What follows belongs to an exercise in optimizing a design on an open flow for small area and a short achievable clock period; a production flow would make more cautious choices.
Only simulation tests tie the RTL to the original design; equivalence was not proved.
No driver is modelled on the clock port, so clocking that relies on it looks cheaper here than on a real chip.
Power is estimated from default activity; no workload was simulated.

// fpu_mul
module fpu_mul( input         CLK,
                input         RESET,
                input         EN,
                input  [31:0] A,
                input  [31:0] B,
                output [31:0] Z );
For scale: roughly 2100 cells after synthesis, about 99 I/O pins, roughly 20000 um2 of cells after synthesis.
export LEC_CHECK = 0
export ABC_AREA = 1
export CAP_MARGIN = 20
export CORE_MARGIN = 2
export CORE_UTILIZATION = 40
export SETUP_SLACK_MARGIN = 5
export SLEW_MARGIN = 20
export SYNTH_HIERARCHICAL = 1
create_clock -name core_clock -period 10.0 [get_ports {CLK}]
standard.sh (not shown) runs the stock make flow with config.mk's settings and CLKGATE_MAP_FILE= SYNTH_SCRIPT=/design/flow/synth_recipe.tcl, a recipe that flattens the netlist after the stock synthesis.
==> flow/flow/run.sh <==
#!/bin/bash
set -euo pipefail
MARGIN=$(cat flow/margin.txt 2>/dev/null || echo 6)
sed -E "s/SETUP_SLACK_MARGIN=[0-9.+-]+/SETUP_SLACK_MARGIN=${MARGIN}/" standard.sh > standard_margin.sh
grep -q "SETUP_SLACK_MARGIN=${MARGIN} " standard_margin.sh
bash standard_margin.sh > standard.log 2>&1
==> flow/flow/margin.txt <==
6.0
The first run finished with timing, DRC and antenna clean.
Edit:
==> flow/flow/run.sh (replaced) <==
#!/bin/bash
# Layout flow: the standard flow (standard.sh, the ORFS make targets) with
#  - the port buffers that ORFS inserts on every input and output made with
#    sky130_fd_sc_hd__buf_1 (BUFFER_PORTS_ARGS) instead of the default choice.
# Synthesis, floorplan, placement, CTS and routing are otherwise unchanged.
# Each ORFS step writes its full log under orfs/logs/; make's own output goes
# to standard.log here.
set -euo pipefail
MARGIN=$(cat flow/margin.txt 2>/dev/null || echo 6)
BUF=$(cat flow/portbuf.txt 2>/dev/null || echo sky130_fd_sc_hd__buf_1)
sed -E "s/SETUP_SLACK_MARGIN=[0-9.+-]+/SETUP_SLACK_MARGIN=${MARGIN} 'BUFFER_PORTS_ARGS=-buffer_cell ${BUF}'/" standard.sh > standard_margin.sh
grep -q "SETUP_SLACK_MARGIN=${MARGIN} " standard_margin.sh
bash standard_margin.sh > standard.log 2>&1
- CORE_UTILIZATION: 40 -> 60
Effect: Synthesized area is unchanged; setup slack got worse by 63 ps; global-route usage goes up by 12 points; sequential share of layout area climbs by 0.78 points.
Edit:
- CORE_UTILIZATION: 60 -> 40
After rerunning: Setup slack improved by 44 ps. Final area grows slightly. Sequential cell count is unchanged. Area after synthesis is unchanged. Routed wire length climbs by a few percent. Clock skew decreases by 12 ps. Worst hold slack gets better by 12 ps. Maximum frequency went up slightly.
Edit:
==> flow/flow/run.sh (replaced) <==
#!/bin/bash
set -euo pipefail
MARGIN=$(cat flow/margin.txt 2>/dev/null || echo 6)
sed -E "s/SETUP_SLACK_MARGIN=[0-9.+-]+/SETUP_SLACK_MARGIN=${MARGIN}/" standard.sh > standard_margin.sh
grep -q "SETUP_SLACK_MARGIN=${MARGIN} " standard_margin.sh
bash standard_margin.sh > standard.log 2>&1
==> flow/flow/margin.txt (replaced) <==
6.5
Result: Worst setup slack gains 130 ps. Utilization goes up by 5.6 points. Synthesized area is unchanged. Cell area goes up by 12%. Sequential power hardly moves. Hold slack loses 11 ps. First-iteration DRC count goes up by 11%. Via count goes up by 4.7%.
Edit:
==> flow/flow/margin.txt (replaced) <==
5.5
Result: Cell area drops by 13%. Setup slack got worse by 510 ps. Combinational power goes down by 15%. Via count went down by 10%. Synthesized cell count is unchanged. Global-route usage shrinks by 4.3 points. Power is lower by 12%. Critical path depth shrinks by 1. Worst hold slack gets better by 8.1 ps. Routed wire length goes down by 18%.
Edit:
==> flow/flow/run.sh (replaced) <==
#!/bin/bash
# Layout flow: the standard flow (standard.sh, the ORFS make targets) with
#  - the port buffers that ORFS inserts on every input and output made with
#    sky130_fd_sc_hd__buf_1 (BUFFER_PORTS_ARGS) instead of the default choice.
# Synthesis, floorplan, placement, CTS and routing are otherwise unchanged.
# Each ORFS step writes its full log under orfs/logs/; make's own output goes
# to standard.log here.
set -euo pipefail
MARGIN=$(cat flow/margin.txt 2>/dev/null || echo 6)
BUF=$(cat flow/portbuf.txt 2>/dev/null || echo sky130_fd_sc_hd__buf_1)
sed -E "s/SETUP_SLACK_MARGIN=[0-9.+-]+/SETUP_SLACK_MARGIN=${MARGIN} 'BUFFER_PORTS_ARGS=-buffer_cell ${BUF}'/" standard.sh > standard_margin.sh
grep -q "SETUP_SLACK_MARGIN=${MARGIN} " standard_margin.sh
bash standard_margin.sh > standard.log 2>&1
==> flow/flow/margin.txt (replaced) <==
6.0
- TNS_END_PERCENT: not set -> 10
Count of clock-buffer cells in the layout came out lower by 2; via count came out higher by 5.4%; core utilization came out higher by 0.71 points; setup slack improved by 360 ps; global-route usage came out higher by 1.9 points; total power came out higher by 2.6%.

* * *

fpu_mul, a different RTL version from the one above (not shown whole).
For scale: ~2200 cells after synthesis, ~99 I/O pins, roughly 0.020 mm² of cells after synthesis.
==> flow/config.mk <==
export PLATFORM = sky130hd
export DESIGN_NAME = fpu_mul
export DESIGN_NICKNAME = fpu_mul
export VERILOG_FILES = /design/flow/design.v
export SDC_FILE = /design/flow/constraint.sdc
export NUM_CORES = 4
export LEC_CHECK = 0
export ABC_AREA = 1
export CAP_MARGIN = 20
export CORE_MARGIN = 2
export CORE_UTILIZATION = 55
export SETUP_SLACK_MARGIN = 5
export SLEW_MARGIN = 20
export SYNTH_HIERARCHICAL = 1
export TNS_END_PERCENT = 10
==> flow/constraint.sdc <==
create_clock -name core_clock -period 10.0 [get_ports {CLK}]
set_input_delay 2.0000 -clock core_clock [delete_from_list [all_inputs] [get_ports {CLK}]]
set_output_delay 2.0000 -clock core_clock [all_outputs]
set_load 0.01 [all_outputs]
==> flow/flow/run.sh <==
#!/bin/bash
# Layout flow: the standard flow (standard.sh, the ORFS make targets) with
#  - the port buffers that ORFS inserts on every input and output made with
#    sky130_fd_sc_hd__buf_1 (BUFFER_PORTS_ARGS) instead of the default choice;
#  - a POST_CTS hook (flow/skew.tcl) that clocks the second pipeline register,
#    which has no port connections, through one extra clock buffer per
#    clock-tree leaf (useful skew between internal register stages only).
# Synthesis, floorplan, placement, CTS and routing are otherwise unchanged.
# Each ORFS step writes its full log under orfs/logs/; make's own output goes
# to standard.log here.
set -euo pipefail
MARGIN=$(cat flow/margin.txt 2>/dev/null || echo 6)
BUF=$(cat flow/portbuf.txt 2>/dev/null || echo sky130_fd_sc_hd__buf_1)
HOOK=$(pwd)/flow/skew.tcl
export R2_SKEW_BUF=$(cat flow/skewbuf.txt 2>/dev/null || echo sky130_fd_sc_hd__clkbuf_2)
sed -E "s#SETUP_SLACK_MARGIN=[0-9.+-]+#SETUP_SLACK_MARGIN=${MARGIN} 'BUFFER_PORTS_ARGS=-buffer_cell ${BUF}' POST_CTS_TCL=${HOOK}#" standard.sh > standard_flow.sh
grep -q "SETUP_SLACK_MARGIN=${MARGIN} " standard_flow.sh
bash standard_flow.sh > standard.log 2>&1
==> flow/flow/margin.txt <==
6.6
==> flow/flow/skewbuf.txt <==
sky130_fd_sc_hd__clkbuf_8
Other scripts of this flow, unchanged in this note and not shown: flow/flow/skew.tcl
Next try:
==> flow/flow/margin.txt (replaced) <==
6.3
==> flow/flow/skewbuf.txt (replaced) <==
sky130_fd_sc_hd__clkbuf_4
Effect: Global-route usage goes down by 2.9 points. Register-to-register slack got worse by 0.15 ns. Critical path depth does not change. Sequential share of layout area climbs by 0.81 points. Die area stays the same. Hold slack got worse by 0.036 ns. Fmax fell by a few percent. Wire length is lower by roughly a tenth.
Next try:
==> flow/flow/margin.txt (replaced) <==
6.45
==> flow/flow/skewbuf.txt (replaced) <==
sky130_fd_sc_hd__clkbuf_8
After rerunning:
- core utilization is higher by 2.9 points
- design area is higher by a few percent
- sequential share of layout area is lower by 0.55 points
- power is higher by a few percent
- clock skew is lower by 0.019 ns
- hold slack improved by 0.026 ns
Next try:
==> flow/flow/margin.txt (replaced) <==
6.3
Outcome:
- The changed run completed without violations
- area after synthesis does not change
- global-route usage is lower by 3.0 points
- design area is lower by 4.4%

## afterwards: timing with drivers on the ports
Ports are ideal in the flow. The routed layouts listed here were re-timed in OpenROAD. Step 1 sets driving cells, clkbuf_16 on the clock port and buf_2 on the other inputs (assumed; they add their load-dependent delay and slew). Step 2 also shifts input and output timing later by t, the mid clock arrival at the registers, as if the neighbouring blocks saw the same clock. Slacks: ideal / step 1 / step 2; pairs: ideal / step 1.
run	t, ns	slack for setup (ns)	worst setup path at the end	latest minus earliest clock arrival (ns)	slew at the worst register clock pin (ns)
the first run of note 1	0.549	6.041 / 6.041 / 5.788	input to register	0.027 / 0.027	0.09 / 0.09
the second run of note 1	0.520	5.977 / 5.977 / 5.977	register to register	0.033 / 0.033	0.10 / 0.10
the third run of note 1	0.548	6.022 / 6.022 / 6.022	register to register	0.022 / 0.022	0.09 / 0.09
the fourth run of note 1	0.556	6.149 / 6.149 / 6.134	input to register	0.035 / 0.035	0.09 / 0.09
the fifth run of note 1	0.555	5.643 / 5.643 / 5.643	register to register	0.022 / 0.022	0.09 / 0.09
the sixth run of note 1	0.540	6.005 / 6.005 / 6.005	register to register	0.024 / 0.025	0.09 / 0.09
the first run of note 2	0.569	6.408 / 6.408 / 6.016	input to register	0.163 / 0.163	0.08 / 0.08
the second run of note 2	0.595	6.260 / 6.260 / 6.191	input to register	0.182 / 0.181	0.12 / 0.12
the third run of note 2	0.578	6.330 / 6.330 / 6.023	input to register	0.163 / 0.162	0.09 / 0.09
the fourth run of note 2	0.577	6.255 / 6.255 / 6.207	input to register	0.149 / 0.149	0.09 / 0.09
After both steps setup and hold are still met in every run listed. The setup slack of the first run of note 2, which loses most, moves by 0.000 ns with the drivers and by -0.392 ns with both steps.
